Context: an optimization exercise on an open-source flow, tuned for small area. The choices shown serve that exercise and are no tape-out recipe. In this exercise RTL edits were held to simulation tests only and were not proved equivalent to the original.

## odd_even_sort
module odd_even_sort #(
    parameter n = 32,
    parameter k = 8
)
(
    input [n * k - 1:0] in,
    input clk, reset,
    output [n * k - 1:0] out
);
    reg [5:0] since;
    reg valid;
    always @(posedge clk, posedge reset)
    begin
        if (reset) begin
            since <= 6'd0;
            valid <= 1'b0;
        end else begin
            if (since != 6'd32)
                since <= since + 6'd1;
            if (since == 6'd32)
                valid <= 1'b1;
        end
    end
    wire [255:0] s0;
    odd_even_sort_stage ce0 (.a(in[0 +: 8]), .b(in[104 +: 8]), .hi(s0[0 +: 8]), .lo(s0[104 +: 8]));
    odd_even_sort_stage ce1 (.a(in[8 +: 8]), .b(in[96 +: 8]), .hi(s0[8 +: 8]), .lo(s0[96 +: 8]));
    odd_even_sort_stage ce2 (.a(in[16 +: 8]), .b(in[120 +: 8]), .hi(s0[16 +: 8]), .lo(s0[120 +: 8]));
    odd_even_sort_stage ce3 (.a(in[24 +: 8]), .b(in[112 +: 8]), .hi(s0[24 +: 8]), .lo(s0[112 +: 8]));
    odd_even_sort_stage ce4 (.a(in[32 +: 8]), .b(in[64 +: 8]), .hi(s0[32 +: 8]), .lo(s0[64 +: 8]));
    odd_even_sort_stage ce5 (.a(in[40 +: 8]), .b(in[48 +: 8]), .hi(s0[40 +: 8]), .lo(s0[48 +: 8]));
    odd_even_sort_stage ce6 (.a(in[56 +: 8]), .b(in[88 +: 8]), .hi(s0[56 +: 8]), .lo(s0[88 +: 8]));
    odd_even_sort_stage ce7 (.a(in[72 +: 8]), .b(in[80 +: 8]), .hi(s0[72 +: 8]), .lo(s0[80 +: 8]));
    odd_even_sort_stage ce8 (.a(in[128 +: 8]), .b(in[232 +: 8]), .hi(s0[128 +: 8]), .lo(s0[232 +: 8]));
    odd_even_sort_stage ce9 (.a(in[136 +: 8]), .b(in[224 +: 8]), .hi(s0[136 +: 8]), .lo(s0[224 +: 8]));
    odd_even_sort_stage ce10 (.a(in[144 +: 8]), .b(in[248 +: 8]), .hi(s0[144 +: 8]), .lo(s0[248 +: 8]));
  ...
Size in the first run: about 16,000 cells after synthesis, about 6,900 flip-flops, about 510 I/O pins.
==> module odd_even_sort_stage, before the edit <==
module odd_even_sort_stage (
    input [7:0] a,
    input [7:0] b,
    output [7:0] hi,
    output [7:0] lo
);
    wire [7:0] gt = a & ~b;
    wire [7:0] lt = ~a & b;
    wire [3:0] g, l;
    genvar i;
    generate
        for (i = 0; i < 4; i = i + 1) begin : grp
            assign g[i] = gt[2 * i + 1] | (~lt[2 * i + 1] & gt[2 * i]);
            assign l[i] = lt[2 * i + 1] | (~gt[2 * i + 1] & lt[2 * i]);
        end
    endgenerate
    wire [4:0] ge;
    assign ge[0] = 1'b1;
    generate
        for (i = 0; i < 4; i = i + 1) begin : c
            assign ge[i + 1] = g[i] | (~l[i] & ge[i]);
        end
    endgenerate
    wire sel = ge[4];
    assign hi = sel ? a : b;
    assign lo = sel ? b : a;
endmodule
export LEC_CHECK = 0
export ABC_AREA = 1
export CAP_MARGIN = 20
export CORE_MARGIN = 2
export CORE_UTILIZATION = 55
export CTS_BUF_LIST = sky130_fd_sc_hd__clkbuf_16
export CTS_CLUSTER_DIAMETER = 80
export CTS_CLUSTER_SIZE = 24
export PLACE_DENSITY = 0.68
export SETUP_SLACK_MARGIN = 0.1
export SLEW_MARGIN = 20
create_clock -name core_clock -period 5.0 [get_ports {clk}]
standard.sh (not shown) runs the stock make flow with config.mk's settings and CLKGATE_MAP_FILE= SYNTH_SCRIPT=/design/flow/synth_recipe.tcl, a recipe that flattens the netlist after the stock synthesis.
==> flow/flow/run.sh <==
#!/bin/bash
# The standard layout with two changes:
# - synthesis maps the logic with ABC's area-oriented mapper (amap) instead of
#   the delay-oriented one: flow/abc_area.script replaces ORFS's abc_area.script
#   in a copy of ORFS's scripts folder; the rest of synthesis is unchanged, so
#   the registers are the standard synthesis's;
# - buffer_ports puts plain buf_1 cells on every input and output port.
set -euo pipefail
here=$(pwd)
rm -rf "$here/scripts_amap"
cp -r "$FLOW_HOME/scripts" "$here/scripts_amap"
cp "$here/flow/abc_area.script" "$here/scripts_amap/abc_area.script"
export SCRIPTS_DIR="$here/scripts_amap"
export BUFFER_PORTS_ARGS="-buffer_cell sky130_fd_sc_hd__buf_1"
bash standard.sh > standard.log 2>&1
==> flow/flow/abc_area.script <==
strash
dch
amap
topo
stime -c
buffer -c
upsize -c
dnsize -c
Rerun with:
--- a/flow/design.v
+++ b/flow/design.v
@@ -3,26 +3,24 @@
     input [7:0] b,
     output [7:0] hi,
     output [7:0] lo
 );
-    wire [7:0] gt = a & ~b;
-    wire [7:0] lt = ~a & b;
-    wire [3:0] g, l;
+    wire [7:0] g0 = a & ~b;
+    wire [7:0] l0 = ~a & b;
+    wire [3:0] g1, l1;
+    wire [1:0] g2, l2;
     genvar i;
     generate
-        for (i = 0; i < 4; i = i + 1) begin : grp
-            assign g[i] = gt[2 * i + 1] | (~lt[2 * i + 1] & gt[2 * i]);
-            assign l[i] = lt[2 * i + 1] | (~gt[2 * i + 1] & lt[2 * i]);
+        for (i = 0; i < 4; i = i + 1) begin : t1
+            assign g1[i] = g0[2 * i + 1] | (~l0[2 * i + 1] & g0[2 * i]);
+            assign l1[i] = l0[2 * i + 1] | (~g0[2 * i + 1] & l0[2 * i]);
         end
-    endgenerate
-    wire [4:0] ge;
-    assign ge[0] = 1'b1;
-    generate
-        for (i = 0; i < 4; i = i + 1) begin : c
-            assign ge[i + 1] = g[i] | (~l[i] & ge[i]);
+        for (i = 0; i < 2; i = i + 1) begin : t2
+            assign g2[i] = g1[2 * i + 1] | (~l1[2 * i + 1] & g1[2 * i]);
+            assign l2[i] = l1[2 * i + 1] | (~g1[2 * i + 1] & l1[2 * i]);
         end
     endgenerate
-    wire sel = ge[4];
+    wire sel = ~(l2[1] | (~g2[1] & l2[0]));
     assign hi = sel ? a : b;
     assign lo = sel ? b : a;
 endmodule
 module odd_even_sort #(
=>
- routed wire length rose by 6.2%
- via count rose by 4.7%
- design area rose by 1.5%
- worst hold slack gets better by 0.027 ns
- critical path depth fell by 17
- core utilization stays flat
- maximum frequency fell by 1.5%
- area after synthesis rose by 1.3%
- worst setup slack gets worse by 0.074 ns

-- separate check: timing with driven ports --
The flow's constraints put no driver on any port. The routed layouts listed below were extracted and timed again, unchanged, in two steps.
Step 1: set_driving_cell puts a clkbuf_16 on clk and a buf_2 on each other input, an assumption about the parent block.
Step 2 times the ports against the registers' clock, not the clock port: input delays grow and output delays shrink by t, the midpoint of the rising clock arrivals with the driver on.
a / b / c = ideal ports / drivers / drivers and shift; a / b = the first two.
run	t (ns)	setup slack, ns	worst setup path at the end	worst slew at a driven data input, ns
the first run	1.050	0.265 / 0.216 / -0.111	input to register	0.07
the second run	1.057	0.191 / 0.066 / 0.244	input to register	0.06
Met with ideal ports but missed after step 2: setup timing in the first run. For the first run, which loses most, drivers alone change the setup slack by -0.049 ns; drivers and shift together by -0.376 ns.
